What follows belongs to an exercise in optimizing a design on an open flow for small area; a production flow would make more cautious choices. Only the layout flow was run in this run; the RTL was not checked for function there. No driver is modelled on the clock port, so clocking that relies on it looks cheaper here than on a real chip.

## design.v

```verilog
module cordic_dds (clk, phase_i, sin_o, cos_o, err_o);
   input         clk;
   input  [15:0] phase_i;
   output [16:0] sin_o, cos_o, err_o;
   reg [1:0] q [0:14];
   always @(posedge clk) q[0] <= phase_i[15:14];
   genvar g;
   generate for (g = 1; g < 15; g = g + 1) begin : qp
      always @(posedge clk) q[g] <= q[g-1];
   end endgenerate
   reg [13:0] z0;
   always @(posedge clk) z0 <= phase_i[13:0];
   reg [14:0] z1;
   reg [13:0] z2;
   reg [12:0] z3;
   reg [11:0] z4;
   reg [10:0] z5;
   reg [9:0] z6;
   reg [8:0] z7;
   reg [7:0] z8;
   reg [6:0] z9;
   reg [5:0] z10;
   reg [4:0] z11;
   reg [3:0] z12;
   reg [3:0] z13;
   reg [2:0] z14;
   always @(posedge clk) z1 <= {1'b0, z0} - 15'd8189;
   always @(posedge clk) z2 <= z1[14] ? z1[13:0] + 14'd4834 : z1[13:0] - 14'd4834;
   always @(posedge clk) z3 <= z2[13] ? z2[12:0] + 13'd2554 : z2[12:0] - 13'd2554;
   always @(posedge clk) z4 <= z3[12] ? z3[11:0] + 12'd1296 : z3[11:0] - 12'd1296;
   always @(posedge clk) z5 <= z4[11] ? z4[10:0] + 11'd650 : z4[10:0] - 11'd650;
   always @(posedge clk) z6 <= z5[10] ? z5[9:0] + 10'd325 : z5[9:0] - 10'd325;
   always @(posedge clk) z7 <= z6[9] ? z6[8:0] + 9'd162 : z6[8:0] - 9'd162;
   always @(posedge clk) z8 <= z7[8] ? z7[7:0] + 8'd81 : z7[7:0] - 8'd81;
   always @(posedge clk) z9 <= z8[7] ? z8[6:0] + 7'd40 : z8[6:0] - 7'd40;
   always @(posedge clk) z10 <= z9[6] ? z9[5:0] + 6'd20 : z9[5:0] - 6'd20;
   always @(posedge clk) z11 <= z10[5] ? z10[4:0] + 5'd10 : z10[4:0] - 5'd10;
   always @(posedge clk) z12 <= z11[4] ? z11[3:0] + 4'd5 : z11[3:0] - 4'd5;
   always @(posedge clk) z13 <= z12[3] ? z12[3:0] + 4'd2 : z12[3:0] - 4'd2;
   always @(posedge clk) z14 <= z13[3] ? z13[2:0] + 3'd1 : z13[2:0] - 3'd1;
   assign err_o = {{14{z14[2]}}, z14};
   reg d1_2; always @(posedge clk) d1_2 <= (z1[14] ^ q[1][0]);
   reg d1_3; always @(posedge clk) d1_3 <= d1_2;
   reg d1_4; always @(posedge clk) d1_4 <= d1_3;
   reg d1_5; always @(posedge clk) d1_5 <= d1_4;
   reg d1_6; always @(posedge clk) d1_6 <= d1_5;
   reg d1_7; always @(posedge clk) d1_7 <= d1_6;
   reg d1_8; always @(posedge clk) d1_8 <= d1_7;
   reg d1_9; always @(posedge clk) d1_9 <= d1_8;
   reg d2_3; always @(posedge clk) d2_3 <= (z2[13] ^ q[2][0]);
   reg d2_4; always @(posedge clk) d2_4 <= d2_3;
   reg d2_5; always @(posedge clk) d2_5 <= d2_4;
   reg d2_6; always @(posedge clk) d2_6 <= d2_5;
   reg d2_7; always @(posedge clk) d2_7 <= d2_6;
   reg d2_8; always @(posedge clk) d2_8 <= d2_7;
   reg d2_9; always @(posedge clk) d2_9 <= d2_8;
   reg d3_4; always @(posedge clk) d3_4 <= (z3[12] ^ q[3][0]);
   reg d3_5; always @(posedge clk) d3_5 <= d3_4;
   reg d3_6; always @(posedge clk) d3_6 <= d3_5;
   reg d3_7; always @(posedge clk) d3_7 <= d3_6;
   reg d3_8; always @(posedge clk) d3_8 <= d3_7;
   reg d3_9; always @(posedge clk) d3_9 <= d3_8;
   reg d4_5; always @(posedge clk) d4_5 <= (z4[11] ^ q[4][0]);
   reg d4_6; always @(posedge clk) d4_6 <= d4_5;
   reg d4_7; always @(posedge clk) d4_7 <= d4_6;
   reg d4_8; always @(posedge clk) d4_8 <= d4_7;
   reg d4_9; always @(posedge clk) d4_9 <= d4_8;
   reg d5_6; always @(posedge clk) d5_6 <= (z5[10] ^ q[5][0]);
   reg d5_7; always @(posedge clk) d5_7 <= d5_6;
   reg d5_8; always @(posedge clk) d5_8 <= d5_7;
   reg d5_9; always @(posedge clk) d5_9 <= d5_8;
   reg d6_7; always @(posedge clk) d6_7 <= (z6[9] ^ q[6][0]);
   reg d6_8; always @(posedge clk) d6_8 <= d6_7;
   reg d6_9; always @(posedge clk) d6_9 <= d6_8;
   reg d7_8; always @(posedge clk) d7_8 <= (z7[8] ^ q[7][0]);
   reg d7_9; always @(posedge clk) d7_9 <= d7_8;
   reg d8_9; always @(posedge clk) d8_9 <= (z8[7] ^ q[8][0]);
   reg d9_10; always @(posedge clk) d9_10 <= (z9[6] ^ q[9][0]);
   reg d10_11; always @(posedge clk) d10_11 <= (z10[5] ^ q[10][0]);
   reg d11_12; always @(posedge clk) d11_12 <= (z11[4] ^ q[11][0]);
   reg d12_13; always @(posedge clk) d12_13 <= (z12[3] ^ q[12][0]);
   reg d13_14; always @(posedge clk) d13_14 <= (z13[3] ^ q[13][0]);
   wire [7:0] tsel = {d8_9, d7_9, d6_9, d5_9, d4_9, d3_9, d2_9, d1_9};
   wire hf = tsel[0];
   wire [6:0] hsel = tsel[7:1] ^ {7{hf}};
   wire [15:0] hx, hy;
   wire [127:0] hx_t0 = 128'b00111100101011100011010100111000110101000101001111011111110100100011110010101110001101010011100011010100010100111101111111010010;
   assign hx[0] = hx_t0[hsel];
   wire [127:0] hx_t1 = 128'b11010000000101001010011101010011101001110001001000010111000000011000110101010111001111000100011100010010101011000110011011111111;
   assign hx[1] = hx_t1[hsel];
   wire [127:0] hx_t2 = 128'b00000101111110011111010110111101111111111111100000110100001010010001000101111101000110001000010010111110110000110010101111101010;
   assign hx[2] = hx_t2[hsel];
   wire [127:0] hx_t3 = 128'b00100011010010000010000111100101110001011100110111001110110110000000110110001000000001101011010011101010100111010001101001110011;
   assign hx[3] = hx_t3[hsel];
   wire [127:0] hx_t4 = 128'b00101110111011011100101011001101110001001010110100101011100000001100011010100111001000011000011000001011111001111110010110101000;
   assign hx[4] = hx_t4[hsel];
   wire [127:0] hx_t5 = 128'b10011001101101010111011111110101101110011111111110111101101110101001101111010101100101011001010001010101110111111001111110110010;
   assign hx[5] = hx_t5[hsel];
   wire [127:0] hx_t6 = 128'b10110011011110010011000101110011100100010101000101011011000111100001101111010001110110111001101010111001111110011111001110010110;
   assign hx[6] = hx_t6[hsel];
   wire [127:0] hx_t7 = 128'b11000000010010000110001001101000011010101110000011000010100010010110000001100000010000100000100111101010111000001100101010000001;
   assign hx[7] = hx_t7[hsel];
   wire [127:0] hx_t8 = 128'b00011101101101110001010100111111100111011011111100110101010111110110001001000000110010101010000001100010010000001100101010101000;
   assign hx[8] = hx_t8[hsel];
   wire [127:0] hx_t9 = 128'b00000010100010101000101000001010111111010111010101110101110101010110000011001010010000001000101010011111001101011011111101110101;
   assign hx[9] = hx_t9[hsel];
   wire [127:0] hx_t10 = 128'b10100010101000100101110111011101010111111101011100101000000010001100001011100010000111010101110101011101110101111010001000101000;
   assign hx[10] = hx_t10[hsel];
   wire [127:0] hx_t11 = 128'b11010101001010101000100001110111100010000111111110101000011101111001010101101010100010000111011110001000011111110010101001010111;
   assign hx[11] = hx_t11[hsel];
   wire [127:0] hx_t12 = 128'b10001111101001011000011111110000100001111111000010100111111100001000111111100101100001111111000010000111111100001010010111110000;
   assign hx[12] = hx_t12[hsel];
   wire [127:0] hx_t13 = 128'b01000011011000110100001100110011010000110011001101100011001100110100001100100011010000110011001101000011001100110110001100110011;
   assign hx[13] = hx_t13[hsel];
   wire [127:0] hx_t14 = 128'b10101001100010011010100110011001101010011001100110001001100110011010100110001001101010011001100110101001100110011000100110011001;
   assign hx[14] = hx_t14[hsel];
   wire [127:0] hx_t15 = 128'b00000001000000010000000100010001000000010001000100000001000100010000000100000001000000010001000100000001000100010000000100010001;
   assign hx[15] = hx_t15[hsel];
   wire [127:0] hy_t0 = 128'b11001110100001001100111001100100011001000000010001000110111001001100111010000100110011100110010001100100000001000100011011100100;
   assign hy[0] = hy_t0[hsel];
   wire [127:0] hy_t1 = 128'b11111001111011100110101001111110101100010000111010101000011101111101101111001110111000101101011100111001101011101010100001011110;
   assign hy[1] = hy_t1[hsel];
   wire [127:0] hy_t2 = 128'b00000111011001111111111000000111001011011100011101110110101011110000011111001101111101001010010101010000101100100000001101111011;
   assign hy[2] = hy_t2[hsel];
   wire [127:0] hy_t3 = 128'b01110000000000111110110001011100010100101010100101100110110101101101001010000011101110110000101110100000001110110011101001011011;
   assign hy[3] = hy_t3[hsel];
   wire [127:0] hy_t4 = 128'b10101001110011000100010100011010000010110110110010010000010011110101110011000100100000010011000111011100110101100101110010111100;
   assign hy[4] = hy_t4[hsel];
   wire [127:0] hy_t5 = 128'b01111010110000011001110011110011000011110110100101011001100111000101010001001110010101110101110110000011111101000101111000101011;
   assign hy[5] = hy_t5[hsel];
   wire [127:0] hy_t6 = 128'b01001011001011001011100010010110001101000000101110110011000101011010001111101110011101110101011101111000010100010111000111110010;
   assign hy[6] = hy_t6[hsel];
   wire [127:0] hy_t7 = 128'b00011111110011001101001101010001100101110000101100011100100100001111110101100100111100100111101000111001101110010011011000011100;
   assign hy[7] = hy_t7[hsel];
   wire [127:0] hy_t8 = 128'b01010111110010110001101100010100101101011010011001110001111111100101110101000011100100111001010000110011101111001111100101111110;
   assign hy[8] = hy_t8[hsel];
   wire [127:0] hy_t9 = 128'b00011011010011111111010100111101010100011000011101111111001111010001100111000111111111010011110111010101100101010111111110111101;
   assign hy[9] = hy_t9[hsel];
   wire [127:0] hy_t10 = 128'b00110101100011110011111101010101001111111100011110111111010101010011011110000111001111110101010100111111110101011011111101010101;
   assign hy[10] = hy_t10[hsel];
   wire [127:0] hy_t11 = 128'b11110101110001011111010101011111111101011100110111110101010111111111010111001101111101010101111111110101110111111111010101011111;
   assign hy[11] = hy_t11[hsel];
   wire [127:0] hy_t12 = 128'b11010111111001111101011101110111110101111110011111010111011101111101011111100111110101110111011111010111111101111101011101110111;
   assign hy[12] = hy_t12[hsel];
   wire [127:0] hy_t13 = 128'b01111111011011110111111111111111011111110110111101111111111111110111111101101111011111111111111101111111011111110111111111111111;
   assign hy[13] = hy_t13[hsel];
   wire [127:0] hy_t14 = 128'b11111111111011111111111111111111111111111110111111111111111111111111111111101111111111111111111111111111111111111111111111111111;
   assign hy[14] = hy_t14[hsel];
   wire [127:0] hy_t15 = 128'b00000000000100000000000000000000000000000001000000000000000000000000000000010000000000000000000000000000000000000000000000000000;
   assign hy[15] = hy_t15[hsel];
   wire [15:0] tx = hf ? hy : hx;
   wire [15:0] ty = hf ? hx : hy;
   reg [15:0] xr10, yr10;
   always @(posedge clk) begin xr10 <= tx; yr10 <= ty; end
   wire [16:0] wy9 = {1'b0, yr10};
   wire [16:0] wx9 = {1'b0, xr10};
   wire [15:0] sy9 = {{8{wy9[16]}}, wy9[16:9]};   
   wire [15:0] sx9 = {{8{wx9[16]}}, wx9[16:9]};   
   wire dd9 = d9_10;
   wire nd9 = ~dd9;
   wire [15:0] nx10;
   wire [15:0] u1_b = sy9 ^ {16{nd9}};
   wire [15:0] u1_p = xr10 ^ u1_b, u1_g = xr10 & u1_b;
   wire u1_0_G = u1_g[1] | (u1_p[1] & (u1_g[0] | (u1_p[0] & nd9)));
   wire u1_1_G = u1_g[3] | (u1_p[3] & u1_g[2]);
   wire u1_1_P = u1_p[3] & u1_p[2];
   wire u1_2_G = u1_g[5] | (u1_p[5] & u1_g[4]);
   wire u1_2_P = u1_p[5] & u1_p[4];
   wire u1_3_G = u1_g[7] | (u1_p[7] & u1_g[6]);
   wire u1_3_P = u1_p[7] & u1_p[6];
   wire u1_4_G = u1_g[9] | (u1_p[9] & u1_g[8]);
   wire u1_4_P = u1_p[9] & u1_p[8];
   wire u1_5_G = u1_g[11] | (u1_p[11] & u1_g[10]);
   wire u1_5_P = u1_p[11] & u1_p[10];
   wire u1_6_G = u1_g[13] | (u1_p[13] & u1_g[12]);
   wire u1_6_P = u1_p[13] & u1_p[12];
   wire u1_7_G = u1_g[15] | (u1_p[15] & u1_g[14]);
   wire u1_7_P = u1_p[15] & u1_p[14];
   wire u1_8_G = u1_1_G | (u1_1_P & u1_0_G);
   wire u1_9_G = u1_3_G | (u1_3_P & u1_2_G);
   wire u1_9_P = u1_3_P & u1_2_P;
   wire u1_10_G = u1_5_G | (u1_5_P & u1_4_G);
   wire u1_10_P = u1_5_P & u1_4_P;
   wire u1_11_G = u1_7_G | (u1_7_P & u1_6_G);
   wire u1_11_P = u1_7_P & u1_6_P;
   wire u1_12_G = u1_9_G | (u1_9_P & u1_8_G);
   wire u1_13_G = u1_11_G | (u1_11_P & u1_10_G);
   wire u1_13_P = u1_11_P & u1_10_P;
   wire u1_14_G = u1_13_G | (u1_13_P & u1_12_G);
   wire u1_15_G = u1_10_G | (u1_10_P & u1_12_G);
   wire u1_16_G = u1_2_G | (u1_2_P & u1_8_G);
   wire u1_17_G = u1_4_G | (u1_4_P & u1_12_G);
   wire u1_18_G = u1_6_G | (u1_6_P & u1_15_G);
   wire u1_19_G = u1_g[2] | (u1_p[2] & u1_0_G);
   wire u1_20_G = u1_g[4] | (u1_p[4] & u1_8_G);
   wire u1_21_G = u1_g[6] | (u1_p[6] & u1_16_G);
   wire u1_22_G = u1_g[8] | (u1_p[8] & u1_12_G);
   wire u1_23_G = u1_g[10] | (u1_p[10] & u1_17_G);
   wire u1_24_G = u1_g[12] | (u1_p[12] & u1_15_G);
   wire u1_25_G = u1_g[14] | (u1_p[14] & u1_18_G);
   assign nx10 = u1_p ^ {u1_25_G, u1_18_G, u1_24_G, u1_15_G, u1_23_G, u1_17_G, u1_22_G, u1_12_G, u1_21_G, u1_16_G, u1_20_G, u1_8_G, u1_19_G, u1_0_G, (u1_g[0] | (u1_p[0] & nd9)), nd9};
   wire [15:0] ny10;
   wire [15:0] u2_b = sx9 ^ {16{dd9}};
   wire [15:0] u2_p = yr10 ^ u2_b, u2_g = yr10 & u2_b;
   wire u2_0_G = u2_g[1] | (u2_p[1] & (u2_g[0] | (u2_p[0] & dd9)));
   wire u2_1_G = u2_g[3] | (u2_p[3] & u2_g[2]);
   wire u2_1_P = u2_p[3] & u2_p[2];
   wire u2_2_G = u2_g[5] | (u2_p[5] & u2_g[4]);
   wire u2_2_P = u2_p[5] & u2_p[4];
   wire u2_3_G = u2_g[7] | (u2_p[7] & u2_g[6]);
   wire u2_3_P = u2_p[7] & u2_p[6];
   wire u2_4_G = u2_g[9] | (u2_p[9] & u2_g[8]);
   wire u2_4_P = u2_p[9] & u2_p[8];
   wire u2_5_G = u2_g[11] | (u2_p[11] & u2_g[10]);
   wire u2_5_P = u2_p[11] & u2_p[10];
   wire u2_6_G = u2_g[13] | (u2_p[13] & u2_g[12]);
   wire u2_6_P = u2_p[13] & u2_p[12];
   wire u2_7_G = u2_g[15] | (u2_p[15] & u2_g[14]);
   wire u2_7_P = u2_p[15] & u2_p[14];
   wire u2_8_G = u2_1_G | (u2_1_P & u2_0_G);
   wire u2_9_G = u2_3_G | (u2_3_P & u2_2_G);
   wire u2_9_P = u2_3_P & u2_2_P;
   wire u2_10_G = u2_5_G | (u2_5_P & u2_4_G);
   wire u2_10_P = u2_5_P & u2_4_P;
   wire u2_11_G = u2_7_G | (u2_7_P & u2_6_G);
   wire u2_11_P = u2_7_P & u2_6_P;
   wire u2_12_G = u2_9_G | (u2_9_P & u2_8_G);
   wire u2_13_G = u2_11_G | (u2_11_P & u2_10_G);
   wire u2_13_P = u2_11_P & u2_10_P;
   wire u2_14_G = u2_13_G | (u2_13_P & u2_12_G);
   wire u2_15_G = u2_10_G | (u2_10_P & u2_12_G);
   wire u2_16_G = u2_2_G | (u2_2_P & u2_8_G);
   wire u2_17_G = u2_4_G | (u2_4_P & u2_12_G);
   wire u2_18_G = u2_6_G | (u2_6_P & u2_15_G);
   wire u2_19_G = u2_g[2] | (u2_p[2] & u2_0_G);
   wire u2_20_G = u2_g[4] | (u2_p[4] & u2_8_G);
   wire u2_21_G = u2_g[6] | (u2_p[6] & u2_16_G);
   wire u2_22_G = u2_g[8] | (u2_p[8] & u2_12_G);
   wire u2_23_G = u2_g[10] | (u2_p[10] & u2_17_G);
   wire u2_24_G = u2_g[12] | (u2_p[12] & u2_15_G);
   wire u2_25_G = u2_g[14] | (u2_p[14] & u2_18_G);
   assign ny10 = u2_p ^ {u2_25_G, u2_18_G, u2_24_G, u2_15_G, u2_23_G, u2_17_G, u2_22_G, u2_12_G, u2_21_G, u2_16_G, u2_20_G, u2_8_G, u2_19_G, u2_0_G, (u2_g[0] | (u2_p[0] & dd9)), dd9};
   reg [15:0] xr11, yr11;
   always @(posedge clk) begin xr11 <= nx10; yr11 <= ny10; end
   wire [16:0] wy10 = {1'b0, yr11};
   wire [16:0] wx10 = {1'b0, xr11};
   wire [15:0] sy10 = {{9{wy10[16]}}, wy10[16:10]};   
   wire [15:0] sx10 = {{9{wx10[16]}}, wx10[16:10]};   
   wire dd10 = d10_11;
   wire nd10 = ~dd10;
   wire [15:0] nx11;
   wire [15:0] u3_b = sy10 ^ {16{nd10}};
   wire [15:0] u3_p = xr11 ^ u3_b, u3_g = xr11 & u3_b;
   wire u3_0_G = u3_g[1] | (u3_p[1] & (u3_g[0] | (u3_p[0] & nd10)));
   wire u3_1_G = u3_g[3] | (u3_p[3] & u3_g[2]);
   wire u3_1_P = u3_p[3] & u3_p[2];
   wire u3_2_G = u3_g[5] | (u3_p[5] & u3_g[4]);
   wire u3_2_P = u3_p[5] & u3_p[4];
   wire u3_3_G = u3_g[7] | (u3_p[7] & u3_g[6]);
   wire u3_3_P = u3_p[7] & u3_p[6];
   wire u3_4_G = u3_g[9] | (u3_p[9] & u3_g[8]);
   wire u3_4_P = u3_p[9] & u3_p[8];
   wire u3_5_G = u3_g[11] | (u3_p[11] & u3_g[10]);
   wire u3_5_P = u3_p[11] & u3_p[10];
   wire u3_6_G = u3_g[13] | (u3_p[13] & u3_g[12]);
   wire u3_6_P = u3_p[13] & u3_p[12];
   wire u3_7_G = u3_g[15] | (u3_p[15] & u3_g[14]);
   wire u3_7_P = u3_p[15] & u3_p[14];
   wire u3_8_G = u3_1_G | (u3_1_P & u3_0_G);
   wire u3_9_G = u3_3_G | (u3_3_P & u3_2_G);
   wire u3_9_P = u3_3_P & u3_2_P;
   wire u3_10_G = u3_5_G | (u3_5_P & u3_4_G);
   wire u3_10_P = u3_5_P & u3_4_P;
   wire u3_11_G = u3_7_G | (u3_7_P & u3_6_G);
   wire u3_11_P = u3_7_P & u3_6_P;
   wire u3_12_G = u3_9_G | (u3_9_P & u3_8_G);
   wire u3_13_G = u3_11_G | (u3_11_P & u3_10_G);
   wire u3_13_P = u3_11_P & u3_10_P;
   wire u3_14_G = u3_13_G | (u3_13_P & u3_12_G);
   wire u3_15_G = u3_10_G | (u3_10_P & u3_12_G);
   wire u3_16_G = u3_2_G | (u3_2_P & u3_8_G);
   wire u3_17_G = u3_4_G | (u3_4_P & u3_12_G);
   wire u3_18_G = u3_6_G | (u3_6_P & u3_15_G);
   wire u3_19_G = u3_g[2] | (u3_p[2] & u3_0_G);
   wire u3_20_G = u3_g[4] | (u3_p[4] & u3_8_G);
   wire u3_21_G = u3_g[6] | (u3_p[6] & u3_16_G);
   wire u3_22_G = u3_g[8] | (u3_p[8] & u3_12_G);
   wire u3_23_G = u3_g[10] | (u3_p[10] & u3_17_G);
   wire u3_24_G = u3_g[12] | (u3_p[12] & u3_15_G);
   wire u3_25_G = u3_g[14] | (u3_p[14] & u3_18_G);
   assign nx11 = u3_p ^ {u3_25_G, u3_18_G, u3_24_G, u3_15_G, u3_23_G, u3_17_G, u3_22_G, u3_12_G, u3_21_G, u3_16_G, u3_20_G, u3_8_G, u3_19_G, u3_0_G, (u3_g[0] | (u3_p[0] & nd10)), nd10};
   wire [15:0] ny11;
   wire [15:0] u4_b = sx10 ^ {16{dd10}};
   wire [15:0] u4_p = yr11 ^ u4_b, u4_g = yr11 & u4_b;
   wire u4_0_G = u4_g[1] | (u4_p[1] & (u4_g[0] | (u4_p[0] & dd10)));
   wire u4_1_G = u4_g[3] | (u4_p[3] & u4_g[2]);
   wire u4_1_P = u4_p[3] & u4_p[2];
   wire u4_2_G = u4_g[5] | (u4_p[5] & u4_g[4]);
   wire u4_2_P = u4_p[5] & u4_p[4];
   wire u4_3_G = u4_g[7] | (u4_p[7] & u4_g[6]);
   wire u4_3_P = u4_p[7] & u4_p[6];
   wire u4_4_G = u4_g[9] | (u4_p[9] & u4_g[8]);
   wire u4_4_P = u4_p[9] & u4_p[8];
   wire u4_5_G = u4_g[11] | (u4_p[11] & u4_g[10]);
   wire u4_5_P = u4_p[11] & u4_p[10];
   wire u4_6_G = u4_g[13] | (u4_p[13] & u4_g[12]);
   wire u4_6_P = u4_p[13] & u4_p[12];
   wire u4_7_G = u4_g[15] | (u4_p[15] & u4_g[14]);
   wire u4_7_P = u4_p[15] & u4_p[14];
   wire u4_8_G = u4_1_G | (u4_1_P & u4_0_G);
   wire u4_9_G = u4_3_G | (u4_3_P & u4_2_G);
   wire u4_9_P = u4_3_P & u4_2_P;
   wire u4_10_G = u4_5_G | (u4_5_P & u4_4_G);
   wire u4_10_P = u4_5_P & u4_4_P;
   wire u4_11_G = u4_7_G | (u4_7_P & u4_6_G);
   wire u4_11_P = u4_7_P & u4_6_P;
   wire u4_12_G = u4_9_G | (u4_9_P & u4_8_G);
   wire u4_13_G = u4_11_G | (u4_11_P & u4_10_G);
   wire u4_13_P = u4_11_P & u4_10_P;
   wire u4_14_G = u4_13_G | (u4_13_P & u4_12_G);
   wire u4_15_G = u4_10_G | (u4_10_P & u4_12_G);
   wire u4_16_G = u4_2_G | (u4_2_P & u4_8_G);
   wire u4_17_G = u4_4_G | (u4_4_P & u4_12_G);
   wire u4_18_G = u4_6_G | (u4_6_P & u4_15_G);
   wire u4_19_G = u4_g[2] | (u4_p[2] & u4_0_G);
   wire u4_20_G = u4_g[4] | (u4_p[4] & u4_8_G);
   wire u4_21_G = u4_g[6] | (u4_p[6] & u4_16_G);
   wire u4_22_G = u4_g[8] | (u4_p[8] & u4_12_G);
   wire u4_23_G = u4_g[10] | (u4_p[10] & u4_17_G);
   wire u4_24_G = u4_g[12] | (u4_p[12] & u4_15_G);
   wire u4_25_G = u4_g[14] | (u4_p[14] & u4_18_G);
   assign ny11 = u4_p ^ {u4_25_G, u4_18_G, u4_24_G, u4_15_G, u4_23_G, u4_17_G, u4_22_G, u4_12_G, u4_21_G, u4_16_G, u4_20_G, u4_8_G, u4_19_G, u4_0_G, (u4_g[0] | (u4_p[0] & dd10)), dd10};
   reg [15:0] xr12, yr12;
   always @(posedge clk) begin xr12 <= nx11; yr12 <= ny11; end
   wire [16:0] wy11 = {1'b0, yr12};
   wire [16:0] wx11 = {1'b0, xr12};
   wire [15:0] sy11 = {{10{wy11[16]}}, wy11[16:11]};   
   wire [15:0] sx11 = {{10{wx11[16]}}, wx11[16:11]};   
   wire dd11 = d11_12;
   wire nd11 = ~dd11;
   wire [15:0] nx12;
   wire [15:0] u5_b = sy11 ^ {16{nd11}};
   wire [15:0] u5_p = xr12 ^ u5_b, u5_g = xr12 & u5_b;
   wire u5_0_G = u5_g[1] | (u5_p[1] & (u5_g[0] | (u5_p[0] & nd11)));
   wire u5_1_G = u5_g[3] | (u5_p[3] & u5_g[2]);
   wire u5_1_P = u5_p[3] & u5_p[2];
   wire u5_2_G = u5_g[5] | (u5_p[5] & u5_g[4]);
   wire u5_2_P = u5_p[5] & u5_p[4];
   wire u5_3_G = u5_g[7] | (u5_p[7] & u5_g[6]);
   wire u5_3_P = u5_p[7] & u5_p[6];
   wire u5_4_G = u5_g[9] | (u5_p[9] & u5_g[8]);
   wire u5_4_P = u5_p[9] & u5_p[8];
   wire u5_5_G = u5_g[11] | (u5_p[11] & u5_g[10]);
   wire u5_5_P = u5_p[11] & u5_p[10];
   wire u5_6_G = u5_g[13] | (u5_p[13] & u5_g[12]);
   wire u5_6_P = u5_p[13] & u5_p[12];
   wire u5_7_G = u5_g[15] | (u5_p[15] & u5_g[14]);
   wire u5_7_P = u5_p[15] & u5_p[14];
   wire u5_8_G = u5_1_G | (u5_1_P & u5_0_G);
   wire u5_9_G = u5_3_G | (u5_3_P & u5_2_G);
   wire u5_9_P = u5_3_P & u5_2_P;
   wire u5_10_G = u5_5_G | (u5_5_P & u5_4_G);
   wire u5_10_P = u5_5_P & u5_4_P;
   wire u5_11_G = u5_7_G | (u5_7_P & u5_6_G);
   wire u5_11_P = u5_7_P & u5_6_P;
   wire u5_12_G = u5_9_G | (u5_9_P & u5_8_G);
   wire u5_13_G = u5_11_G | (u5_11_P & u5_10_G);
   wire u5_13_P = u5_11_P & u5_10_P;
   wire u5_14_G = u5_13_G | (u5_13_P & u5_12_G);
   wire u5_15_G = u5_10_G | (u5_10_P & u5_12_G);
   wire u5_16_G = u5_2_G | (u5_2_P & u5_8_G);
   wire u5_17_G = u5_4_G | (u5_4_P & u5_12_G);
   wire u5_18_G = u5_6_G | (u5_6_P & u5_15_G);
   wire u5_19_G = u5_g[2] | (u5_p[2] & u5_0_G);
   wire u5_20_G = u5_g[4] | (u5_p[4] & u5_8_G);
   wire u5_21_G = u5_g[6] | (u5_p[6] & u5_16_G);
   wire u5_22_G = u5_g[8] | (u5_p[8] & u5_12_G);
   wire u5_23_G = u5_g[10] | (u5_p[10] & u5_17_G);
   wire u5_24_G = u5_g[12] | (u5_p[12] & u5_15_G);
   wire u5_25_G = u5_g[14] | (u5_p[14] & u5_18_G);
   assign nx12 = u5_p ^ {u5_25_G, u5_18_G, u5_24_G, u5_15_G, u5_23_G, u5_17_G, u5_22_G, u5_12_G, u5_21_G, u5_16_G, u5_20_G, u5_8_G, u5_19_G, u5_0_G, (u5_g[0] | (u5_p[0] & nd11)), nd11};
   wire [15:0] ny12;
   wire [15:0] u6_b = sx11 ^ {16{dd11}};
   wire [15:0] u6_p = yr12 ^ u6_b, u6_g = yr12 & u6_b;
   wire u6_0_G = u6_g[1] | (u6_p[1] & (u6_g[0] | (u6_p[0] & dd11)));
   wire u6_1_G = u6_g[3] | (u6_p[3] & u6_g[2]);
   wire u6_1_P = u6_p[3] & u6_p[2];
   wire u6_2_G = u6_g[5] | (u6_p[5] & u6_g[4]);
   wire u6_2_P = u6_p[5] & u6_p[4];
   wire u6_3_G = u6_g[7] | (u6_p[7] & u6_g[6]);
   wire u6_3_P = u6_p[7] & u6_p[6];
   wire u6_4_G = u6_g[9] | (u6_p[9] & u6_g[8]);
   wire u6_4_P = u6_p[9] & u6_p[8];
   wire u6_5_G = u6_g[11] | (u6_p[11] & u6_g[10]);
   wire u6_5_P = u6_p[11] & u6_p[10];
   wire u6_6_G = u6_g[13] | (u6_p[13] & u6_g[12]);
   wire u6_6_P = u6_p[13] & u6_p[12];
   wire u6_7_G = u6_g[15] | (u6_p[15] & u6_g[14]);
   wire u6_7_P = u6_p[15] & u6_p[14];
   wire u6_8_G = u6_1_G | (u6_1_P & u6_0_G);
   wire u6_9_G = u6_3_G | (u6_3_P & u6_2_G);
   wire u6_9_P = u6_3_P & u6_2_P;
   wire u6_10_G = u6_5_G | (u6_5_P & u6_4_G);
   wire u6_10_P = u6_5_P & u6_4_P;
   wire u6_11_G = u6_7_G | (u6_7_P & u6_6_G);
   wire u6_11_P = u6_7_P & u6_6_P;
   wire u6_12_G = u6_9_G | (u6_9_P & u6_8_G);
   wire u6_13_G = u6_11_G | (u6_11_P & u6_10_G);
   wire u6_13_P = u6_11_P & u6_10_P;
   wire u6_14_G = u6_13_G | (u6_13_P & u6_12_G);
   wire u6_15_G = u6_10_G | (u6_10_P & u6_12_G);
   wire u6_16_G = u6_2_G | (u6_2_P & u6_8_G);
   wire u6_17_G = u6_4_G | (u6_4_P & u6_12_G);
   wire u6_18_G = u6_6_G | (u6_6_P & u6_15_G);
   wire u6_19_G = u6_g[2] | (u6_p[2] & u6_0_G);
   wire u6_20_G = u6_g[4] | (u6_p[4] & u6_8_G);
   wire u6_21_G = u6_g[6] | (u6_p[6] & u6_16_G);
   wire u6_22_G = u6_g[8] | (u6_p[8] & u6_12_G);
   wire u6_23_G = u6_g[10] | (u6_p[10] & u6_17_G);
   wire u6_24_G = u6_g[12] | (u6_p[12] & u6_15_G);
   wire u6_25_G = u6_g[14] | (u6_p[14] & u6_18_G);
   assign ny12 = u6_p ^ {u6_25_G, u6_18_G, u6_24_G, u6_15_G, u6_23_G, u6_17_G, u6_22_G, u6_12_G, u6_21_G, u6_16_G, u6_20_G, u6_8_G, u6_19_G, u6_0_G, (u6_g[0] | (u6_p[0] & dd11)), dd11};
   reg [15:0] xr13, yr13;
   always @(posedge clk) begin xr13 <= nx12; yr13 <= ny12; end
   wire [16:0] wy12 = {(yr13[15] & yr13[14]), yr13};
   wire [16:0] wx12 = {(xr13[15] & xr13[14]), xr13};
   wire [15:0] sy12 = {{11{wy12[16]}}, wy12[16:12]};   
   wire [15:0] sx12 = {{11{wx12[16]}}, wx12[16:12]};   
   wire dd12 = d12_13;
   wire nd12 = ~dd12;
   wire [15:0] nx13;
   wire [15:0] u7_b = sy12 ^ {16{nd12}};
   wire [15:0] u7_p = xr13 ^ u7_b, u7_g = xr13 & u7_b;
   wire u7_0_G = u7_g[1] | (u7_p[1] & (u7_g[0] | (u7_p[0] & nd12)));
   wire u7_1_G = u7_g[3] | (u7_p[3] & u7_g[2]);
   wire u7_1_P = u7_p[3] & u7_p[2];
   wire u7_2_G = u7_g[5] | (u7_p[5] & u7_g[4]);
   wire u7_2_P = u7_p[5] & u7_p[4];
   wire u7_3_G = u7_g[7] | (u7_p[7] & u7_g[6]);
   wire u7_3_P = u7_p[7] & u7_p[6];
   wire u7_4_G = u7_g[9] | (u7_p[9] & u7_g[8]);
   wire u7_4_P = u7_p[9] & u7_p[8];
   wire u7_5_G = u7_g[11] | (u7_p[11] & u7_g[10]);
   wire u7_5_P = u7_p[11] & u7_p[10];
   wire u7_6_G = u7_g[13] | (u7_p[13] & u7_g[12]);
   wire u7_6_P = u7_p[13] & u7_p[12];
   wire u7_7_G = u7_g[15] | (u7_p[15] & u7_g[14]);
   wire u7_7_P = u7_p[15] & u7_p[14];
   wire u7_8_G = u7_1_G | (u7_1_P & u7_0_G);
   wire u7_9_G = u7_3_G | (u7_3_P & u7_2_G);
   wire u7_9_P = u7_3_P & u7_2_P;
   wire u7_10_G = u7_5_G | (u7_5_P & u7_4_G);
   wire u7_10_P = u7_5_P & u7_4_P;
   wire u7_11_G = u7_7_G | (u7_7_P & u7_6_G);
   wire u7_11_P = u7_7_P & u7_6_P;
   wire u7_12_G = u7_9_G | (u7_9_P & u7_8_G);
   wire u7_13_G = u7_11_G | (u7_11_P & u7_10_G);
   wire u7_13_P = u7_11_P & u7_10_P;
   wire u7_14_G = u7_13_G | (u7_13_P & u7_12_G);
   wire u7_15_G = u7_10_G | (u7_10_P & u7_12_G);
   wire u7_16_G = u7_2_G | (u7_2_P & u7_8_G);
   wire u7_17_G = u7_4_G | (u7_4_P & u7_12_G);
   wire u7_18_G = u7_6_G | (u7_6_P & u7_15_G);
   wire u7_19_G = u7_g[2] | (u7_p[2] & u7_0_G);
   wire u7_20_G = u7_g[4] | (u7_p[4] & u7_8_G);
   wire u7_21_G = u7_g[6] | (u7_p[6] & u7_16_G);
   wire u7_22_G = u7_g[8] | (u7_p[8] & u7_12_G);
   wire u7_23_G = u7_g[10] | (u7_p[10] & u7_17_G);
   wire u7_24_G = u7_g[12] | (u7_p[12] & u7_15_G);
   wire u7_25_G = u7_g[14] | (u7_p[14] & u7_18_G);
   assign nx13 = u7_p ^ {u7_25_G, u7_18_G, u7_24_G, u7_15_G, u7_23_G, u7_17_G, u7_22_G, u7_12_G, u7_21_G, u7_16_G, u7_20_G, u7_8_G, u7_19_G, u7_0_G, (u7_g[0] | (u7_p[0] & nd12)), nd12};
   wire [15:0] ny13;
   wire [15:0] u8_b = sx12 ^ {16{dd12}};
   wire [15:0] u8_p = yr13 ^ u8_b, u8_g = yr13 & u8_b;
   wire u8_0_G = u8_g[1] | (u8_p[1] & (u8_g[0] | (u8_p[0] & dd12)));
   wire u8_1_G = u8_g[3] | (u8_p[3] & u8_g[2]);
   wire u8_1_P = u8_p[3] & u8_p[2];
   wire u8_2_G = u8_g[5] | (u8_p[5] & u8_g[4]);
   wire u8_2_P = u8_p[5] & u8_p[4];
   wire u8_3_G = u8_g[7] | (u8_p[7] & u8_g[6]);
   wire u8_3_P = u8_p[7] & u8_p[6];
   wire u8_4_G = u8_g[9] | (u8_p[9] & u8_g[8]);
   wire u8_4_P = u8_p[9] & u8_p[8];
   wire u8_5_G = u8_g[11] | (u8_p[11] & u8_g[10]);
   wire u8_5_P = u8_p[11] & u8_p[10];
   wire u8_6_G = u8_g[13] | (u8_p[13] & u8_g[12]);
   wire u8_6_P = u8_p[13] & u8_p[12];
   wire u8_7_G = u8_g[15] | (u8_p[15] & u8_g[14]);
   wire u8_7_P = u8_p[15] & u8_p[14];
   wire u8_8_G = u8_1_G | (u8_1_P & u8_0_G);
   wire u8_9_G = u8_3_G | (u8_3_P & u8_2_G);
   wire u8_9_P = u8_3_P & u8_2_P;
   wire u8_10_G = u8_5_G | (u8_5_P & u8_4_G);
   wire u8_10_P = u8_5_P & u8_4_P;
   wire u8_11_G = u8_7_G | (u8_7_P & u8_6_G);
   wire u8_11_P = u8_7_P & u8_6_P;
   wire u8_12_G = u8_9_G | (u8_9_P & u8_8_G);
   wire u8_13_G = u8_11_G | (u8_11_P & u8_10_G);
   wire u8_13_P = u8_11_P & u8_10_P;
   wire u8_14_G = u8_13_G | (u8_13_P & u8_12_G);
   wire u8_15_G = u8_10_G | (u8_10_P & u8_12_G);
   wire u8_16_G = u8_2_G | (u8_2_P & u8_8_G);
   wire u8_17_G = u8_4_G | (u8_4_P & u8_12_G);
   wire u8_18_G = u8_6_G | (u8_6_P & u8_15_G);
   wire u8_19_G = u8_g[2] | (u8_p[2] & u8_0_G);
   wire u8_20_G = u8_g[4] | (u8_p[4] & u8_8_G);
   wire u8_21_G = u8_g[6] | (u8_p[6] & u8_16_G);
   wire u8_22_G = u8_g[8] | (u8_p[8] & u8_12_G);
   wire u8_23_G = u8_g[10] | (u8_p[10] & u8_17_G);
   wire u8_24_G = u8_g[12] | (u8_p[12] & u8_15_G);
   wire u8_25_G = u8_g[14] | (u8_p[14] & u8_18_G);
   assign ny13 = u8_p ^ {u8_25_G, u8_18_G, u8_24_G, u8_15_G, u8_23_G, u8_17_G, u8_22_G, u8_12_G, u8_21_G, u8_16_G, u8_20_G, u8_8_G, u8_19_G, u8_0_G, (u8_g[0] | (u8_p[0] & dd12)), dd12};
   reg [15:0] xr14, yr14;
   always @(posedge clk) begin xr14 <= nx13; yr14 <= ny13; end
   wire [16:0] X13 = {(xr14[15] & xr14[14]), xr14};
   wire [16:0] Y13 = {(yr14[15] & yr14[14]), yr14};
   wire [3:0] a13 = Y13[16:13];   
   wire [3:0] b13 = X13[16:13];
   wire d13 = d13_14;
   wire cN = q[14][1] ^ q[14][0];
   wire sN = q[14][1];
   wire [4:0] ta = (d13 ? {a13[3], a13} : -{a13[3], a13}) - {4'd0, cN};
   wire [4:0] tb = (d13 ? -{b13[3], b13} : {b13[3], b13}) - {4'd0, sN};
   wire [16:0] tax = {{12{ta[4]}}, ta}, tbx = {{12{tb[4]}}, tb};
   wire [16:0] cs;
   wire [16:0] u9_b = tax ^ {17{1'b0}};
   wire [16:0] u9_p = X13 ^ u9_b, u9_g = X13 & u9_b;
   wire u9_0_G = u9_g[1] | (u9_p[1] & (u9_g[0] | (u9_p[0] & 1'b0)));
   wire u9_1_G = u9_g[3] | (u9_p[3] & u9_g[2]);
   wire u9_1_P = u9_p[3] & u9_p[2];
   wire u9_2_G = u9_g[5] | (u9_p[5] & u9_g[4]);
   wire u9_2_P = u9_p[5] & u9_p[4];
   wire u9_3_G = u9_g[7] | (u9_p[7] & u9_g[6]);
   wire u9_3_P = u9_p[7] & u9_p[6];
   wire u9_4_G = u9_g[9] | (u9_p[9] & u9_g[8]);
   wire u9_4_P = u9_p[9] & u9_p[8];
   wire u9_5_G = u9_g[11] | (u9_p[11] & u9_g[10]);
   wire u9_5_P = u9_p[11] & u9_p[10];
   wire u9_6_G = u9_g[13] | (u9_p[13] & u9_g[12]);
   wire u9_6_P = u9_p[13] & u9_p[12];
   wire u9_7_G = u9_g[15] | (u9_p[15] & u9_g[14]);
   wire u9_7_P = u9_p[15] & u9_p[14];
   wire u9_8_G = u9_1_G | (u9_1_P & u9_0_G);
   wire u9_9_G = u9_3_G | (u9_3_P & u9_2_G);
   wire u9_9_P = u9_3_P & u9_2_P;
   wire u9_10_G = u9_5_G | (u9_5_P & u9_4_G);
   wire u9_10_P = u9_5_P & u9_4_P;
   wire u9_11_G = u9_7_G | (u9_7_P & u9_6_G);
   wire u9_11_P = u9_7_P & u9_6_P;
   wire u9_12_G = u9_9_G | (u9_9_P & u9_8_G);
   wire u9_13_G = u9_11_G | (u9_11_P & u9_10_G);
   wire u9_13_P = u9_11_P & u9_10_P;
   wire u9_14_G = u9_13_G | (u9_13_P & u9_12_G);
   wire u9_15_G = u9_10_G | (u9_10_P & u9_12_G);
   wire u9_16_G = u9_2_G | (u9_2_P & u9_8_G);
   wire u9_17_G = u9_4_G | (u9_4_P & u9_12_G);
   wire u9_18_G = u9_6_G | (u9_6_P & u9_15_G);
   wire u9_19_G = u9_g[2] | (u9_p[2] & u9_0_G);
   wire u9_20_G = u9_g[4] | (u9_p[4] & u9_8_G);
   wire u9_21_G = u9_g[6] | (u9_p[6] & u9_16_G);
   wire u9_22_G = u9_g[8] | (u9_p[8] & u9_12_G);
   wire u9_23_G = u9_g[10] | (u9_p[10] & u9_17_G);
   wire u9_24_G = u9_g[12] | (u9_p[12] & u9_15_G);
   wire u9_25_G = u9_g[14] | (u9_p[14] & u9_18_G);
   wire u9_26_G = u9_g[16] | (u9_p[16] & u9_14_G);
   assign cs = u9_p ^ {u9_14_G, u9_25_G, u9_18_G, u9_24_G, u9_15_G, u9_23_G, u9_17_G, u9_22_G, u9_12_G, u9_21_G, u9_16_G, u9_20_G, u9_8_G, u9_19_G, u9_0_G, (u9_g[0] | (u9_p[0] & 1'b0)), 1'b0};
   wire [16:0] ss;
   wire [16:0] u10_b = tbx ^ {17{1'b0}};
   wire [16:0] u10_p = Y13 ^ u10_b, u10_g = Y13 & u10_b;
   wire u10_0_G = u10_g[1] | (u10_p[1] & (u10_g[0] | (u10_p[0] & 1'b0)));
   wire u10_1_G = u10_g[3] | (u10_p[3] & u10_g[2]);
   wire u10_1_P = u10_p[3] & u10_p[2];
   wire u10_2_G = u10_g[5] | (u10_p[5] & u10_g[4]);
   wire u10_2_P = u10_p[5] & u10_p[4];
   wire u10_3_G = u10_g[7] | (u10_p[7] & u10_g[6]);
   wire u10_3_P = u10_p[7] & u10_p[6];
   wire u10_4_G = u10_g[9] | (u10_p[9] & u10_g[8]);
   wire u10_4_P = u10_p[9] & u10_p[8];
   wire u10_5_G = u10_g[11] | (u10_p[11] & u10_g[10]);
   wire u10_5_P = u10_p[11] & u10_p[10];
   wire u10_6_G = u10_g[13] | (u10_p[13] & u10_g[12]);
   wire u10_6_P = u10_p[13] & u10_p[12];
   wire u10_7_G = u10_g[15] | (u10_p[15] & u10_g[14]);
   wire u10_7_P = u10_p[15] & u10_p[14];
   wire u10_8_G = u10_1_G | (u10_1_P & u10_0_G);
   wire u10_9_G = u10_3_G | (u10_3_P & u10_2_G);
   wire u10_9_P = u10_3_P & u10_2_P;
   wire u10_10_G = u10_5_G | (u10_5_P & u10_4_G);
   wire u10_10_P = u10_5_P & u10_4_P;
   wire u10_11_G = u10_7_G | (u10_7_P & u10_6_G);
   wire u10_11_P = u10_7_P & u10_6_P;
   wire u10_12_G = u10_9_G | (u10_9_P & u10_8_G);
   wire u10_13_G = u10_11_G | (u10_11_P & u10_10_G);
   wire u10_13_P = u10_11_P & u10_10_P;
   wire u10_14_G = u10_13_G | (u10_13_P & u10_12_G);
   wire u10_15_G = u10_10_G | (u10_10_P & u10_12_G);
   wire u10_16_G = u10_2_G | (u10_2_P & u10_8_G);
   wire u10_17_G = u10_4_G | (u10_4_P & u10_12_G);
   wire u10_18_G = u10_6_G | (u10_6_P & u10_15_G);
   wire u10_19_G = u10_g[2] | (u10_p[2] & u10_0_G);
   wire u10_20_G = u10_g[4] | (u10_p[4] & u10_8_G);
   wire u10_21_G = u10_g[6] | (u10_p[6] & u10_16_G);
   wire u10_22_G = u10_g[8] | (u10_p[8] & u10_12_G);
   wire u10_23_G = u10_g[10] | (u10_p[10] & u10_17_G);
   wire u10_24_G = u10_g[12] | (u10_p[12] & u10_15_G);
   wire u10_25_G = u10_g[14] | (u10_p[14] & u10_18_G);
   wire u10_26_G = u10_g[16] | (u10_p[16] & u10_14_G);
   assign ss = u10_p ^ {u10_14_G, u10_25_G, u10_18_G, u10_24_G, u10_15_G, u10_23_G, u10_17_G, u10_22_G, u10_12_G, u10_21_G, u10_16_G, u10_20_G, u10_8_G, u10_19_G, u10_0_G, (u10_g[0] | (u10_p[0] & 1'b0)), 1'b0};
   reg [16:0] cos_r, sin_r;
   always @(posedge clk) begin
      cos_r <= {17{cN}} ^ cs;
      sin_r <= {17{sN}} ^ ss;
   end
   assign cos_o = cos_r;
   assign sin_o = sin_r;
endmodule
```

## flow/run.sh

```bash
#!/bin/bash
# Own layout flow: the standard flow (standard synthesis unchanged), with
#  - the port buffers made from sky130_fd_sc_hd__buf_1 cells,
#  - clock tree options passed to clock_tree_synthesis,
#  - power recovery (cell down-sizing on paths with slack) after global routing.
# Each make run writes its full output to a log of its own in the work folder;
# ORFS's per-step logs are under orfs/logs/.
set -euo pipefail
cd "$(dirname "$0")/.."
source flow/knobs.sh
bash standard.sh finish \
  "BUFFER_PORTS_ARGS=$PORT_BUF_ARGS" \
  "CTS_ARGS=$CTS_ARGS" \
  "RECOVER_POWER=$RECOVER" > flow_standard.log 2>&1
```

## flow/knobs.sh

```bash
PORT_BUF_ARGS="-buffer_cell sky130_fd_sc_hd__buf_1"
CTS_ARGS="-sink_clustering_enable -repair_clock_nets -dont_use_dummy_load -buf_list sky130_fd_sc_hd__clkbuf_16 -sink_clustering_size 25 -sink_clustering_max_diameter 120"
RECOVER=0
```

## standard.sh

```bash
#!/bin/bash
# synth_recipe.tcl (not shown) runs the flow's synth.tcl, then flattens the netlist and writes it again
# the make line also repeats each setting of config.mk as NAME=value (left out here)
make -C /OpenROAD-flow-scripts/flow DESIGN_CONFIG=/design/flow/config.mk WORK_HOME=/design/flow/orfs CLKGATE_MAP_FILE= SYNTH_SCRIPT=/design/flow/synth_recipe.tcl "${@:-finish}"
```

## config.mk

```make
export PLATFORM = sky130hd
export DESIGN_NAME = cordic_dds
export DESIGN_NICKNAME = cordic_dds
export VERILOG_FILES = /design/flow/design.v
export SDC_FILE = /design/flow/constraint.sdc
export NUM_CORES = 4
export LEC_CHECK = 0
export ABC_AREA = 1
export ABC_CLOCK_PERIOD_IN_PS = 5000
export CAP_MARGIN = 20
export CORE_MARGIN = 2
export CORE_UTILIZATION = 40
export SLEW_MARGIN = 20
```

## constraint.sdc

```tcl
create_clock -name core_clock -period 5.0 [get_ports {clk}]
set_input_delay 1.0000 -clock core_clock [delete_from_list [all_inputs] [get_ports {clk}]]
set_output_delay 1.0000 -clock core_clock [all_outputs]
set_load 0.01 [all_outputs]
```

==> results.toml <==
[layout]
num_antenna_cells = 0
final_cells = 3553
nets = 3124
layout_commonest_cell = "nand2_1"
register_area_sq_um = 8009
multi_input_area_sq_um = 13150
syn2layout_area_growth_pct = 6.223
post_route_cells_drive_above_1_share = 0.03718
utilization = 0.4309
fillers = 5718
mostFrequentLayoutCells = "627 x nand2_1, 399 x dfxtp_1, 321 x inv_1, 282 x nand3_1, 215 x ha_1"

[run]
maxCapViolCount = 0

[die]
fp.dieH_um = 243.6
initial_utilization = 0.4057
num_io_pins = 68
die_area_sq_um = 59340
core-area_sq_um = 56600
die_w_um = 243.6
rows = 87

[yosys]
synth.top_cell.area_share = 0.3487
ys_seq_elements = 400
seq_area_frac_synth = 0.3487
ys_warn_count = 2
syn_area_per_cell_sq_um = 8.302
synth_ff_type = "dfxtp_1"
synth_edf_count = 0
synthCells = 2766
ys_types = 45
syn_nets = 3091
async_flop_share = 0
synth.top_cells.by_area = "dfxtp_1 35%, ha_1 12%, nand2_1 10%, fa_1 8.1%, nand3_1 6.1%"
yosysTopAreaCell = "dfxtp_1"
syn_area_sq_um = 22960

[clocking]
postCtsSetupBuffers = 0
ctsResizeCount = 0
cts.sinks = 400
cts-hold-fix-buffers = 0
cts_tree = "yes"
path_clk_slew_ns = 0.09
worst_skew_pair.late_latency_ns = 0.55
tritoncts.num_buffers = 20

[worst_setup_path]
critPathLaunchType = "register"
cp_cell_sequence = "buf_4, nand2_1, nand2_1, buf_4, inv_1, ha_1, ha_1, nand3_1, nand2_1, buf_4, ha_1, nand4_1, nand3_1, nand3_1, o21bai_1, a21boi_0, fa_1, xnor2_1, xnor2_1"
rrSetupSlack_ns = 0.90
slowest_delay_ns = 0.40
end_kind = "register"
critPathArrivalTime_ns = 4.53
slowest_stage = "fa_1"
crit_fanout = 17
critPathKind = "register to register"
timing.rr.end = "cos_r[15]"
r2r_start = "q[14][1]"
critPathRequiredTime_ns = 5.44
ff2ff_path_depth = 19

[grt]
grt_usage = 0.2131
grt_max_degree = 49
antenna_found_initial = 0
globalRouteOverflowTotal = 0
grt_pass1_wl_um = 99790
grt_pass1_vias = 18230

[routing]
drt_iter0_drc = 1029
drt-pass1-iter-count = 6
ant_nets = 0
num_vias = 18100
drc = 0
wl_um = 63370
routedWlPerCell_um = 17.84
via_per_inst = 5.095

[timing]
setup_viol = 0
final-hold-violation-count = 0
max-slew-margin-rel = 0.3287
fmax_ghz = 0.2442
slew_viol_final = 0
tns_ns = 0
fin_worst_skew_ns = 0.08279
tightestPinTransition_ns = 1.006
holdWs_ns = 0.2658
post-route-period-util = 0.8191
rsz0062_at_grt = "no"
min_period_ns = 4.096

[placement]
dp_cells = 3533
gp_congestion = 0.9990
dp_hpwl_um = 48630
portBuffers = 67

[worst_hold_path]
holdPathEnd = "d1_9"
min_path_cells = 0
hold_path.class = "register to register"
hp-start = "d1_8"

[outcome]
status = "complete, no violations"
-- flip-flops by register name (all words and copies together) (netlist names), 11 cells and up --
signal / count
z1: 15
cos_r: 17
z3: 13
z0: 14
q: 30
z5: 11
xr10: 16
z2: 14
yr13: 16
yr10: 16
xr13: 16
xr14: 16
yr14: 16
xr11: 16
xr12: 16
sin_r: 17
yr11: 16
yr12: 16
z4: 12
-- metrics by stage --
step | instance area [sq um] | setup slack [ns]
2_1_floorplan | 22960 | 0.8584
3_3_place_gp | 23890 | 1.047
3_5_place_dp | 23890 | 0.8880
4_1_cts | 24390 | 0.8787
5_1_grt | 24390 | 0.5205
6_report | 24390 | 0.9043
-- cells in the mapped netlist, types with 5 or more instances --
| master | number |
|---|---|
| dfxtp_1 | 400 |
| o21ai_1 | 18 |
| a21o_1 | 23 |
| nand3b_1 | 5 |
| inv_1 | 321 |
| xnor2_1 | 100 |
| nor3_1 | 15 |
| nand3_1 | 282 |
| xor2_1 | 136 |
| a21boi_0 | 7 |
| fa_1 | 93 |
| o211ai_1 | 15 |
| nor2_1 | 109 |
| clkbuf_1 | 14 |
| buf_4 | 29 |
| nand2_1 | 627 |
| o21ai_0 | 50 |
| a31o_2 | 7 |
| nand2_2 | 23 |
| buf_2 | 30 |
| a21oi_1 | 134 |
| ha_1 | 215 |
| nand4_1 | 26 |
| o21bai_1 | 11 |
| a31oi_1 | 19 |
| buf_6 | 12 |
-- metal layers --
layer / wire length, um / vias to the layer above / track usage
met5: 0 / - / 0
met4: 3402 / 0 / 0.1003
met3: 3160 / 146 / 0.02423
met1: 25360 / 8488 / 0.2447
met2: 31450 / 520 / 0.3929
li1: - / 8947 / -
-- critical path, delay by kind of cell, from the launching register on --
family	cells	cell delay, ns
adders and majority gates	4	1.14
DFF	1	0.33
and+or+nand+nor	7	0.94
AOI/OAI and AO/OA	2	0.38
xor gates and xnor gates	2	0.29
buffers and inverters	4	0.91
-- cell families (layout without fill, tap and decap cells) --
logic type,count (synthesis),in the layout,synth area share
fa+ha+maj,308,308,0.1982
buf+inv,416,447,0.07874
simple gates,1101,1101,0.2055
xor+xnor,238,238,0.09241
compound gates,303,303,0.07640
flops,400,400,0.3487
-- area by class of cell --
type                            count  area share
Clock buffer                       20     0.02052
Inverter                          327     0.05073
Multi-Input combinational cell   1950      0.5391
Sequential cell                   400      0.3284
Tap cell                          756     0.03878
Timing Repair Buffer              100     0.02252
-- worst max path at each step --
| stage | startpoint | end | slack, ns | depth (start not counted) |
|---|---|---|---|---|
| 3_5_place_dp | q[14][1] | cos_r[15] | 0.89 | 19 |
| 2_1_floorplan | q[14][1] | cos_r[14] | 0.86 | 18 |
| 3_3_place_gp | q[14][1] | cos_r[15] | 1.05 | 20 |
| 6_report | q[14][1] | cos_r[15] | 0.90 | 19 |
| 4_1_cts | q[14][1] | cos_r[15] | 0.88 | 19 |
| 5_1_grt | q[14][1] | cos_r[15] | 0.52 | 20 |

port drivers added, routing unchanged:
In the flow no input, the clock included, has a driving cell. The finished layout below was timed again as built, in two steps. Step 1 sets driving cells, clkbuf_16 on the clock port and buf_2 on the other inputs (assumed; they add their load-dependent delay and slew). Step 2 moves the port delays by t, midway between the first and last clock arrival at a register: inputs arrive t later, outputs are due t later. That takes back most of the time a late clock gives input paths. a / b / c = ideal ports / drivers / drivers and shift; a / b = the first two.
t (ns): 0.571
setup slack, ns: 0.904 / 0.904 / 0.904
hold slack, ns: 0.266 / 0.266 / 0.266
worst register clock-pin slew, ns: 0.10 / 0.10
pins driven straight from the clock port: 1
After both steps setup and hold are still met in this run. For this run, drivers alone change the setup slack by 0.000 ns; drivers and shift together by 0.000 ns.
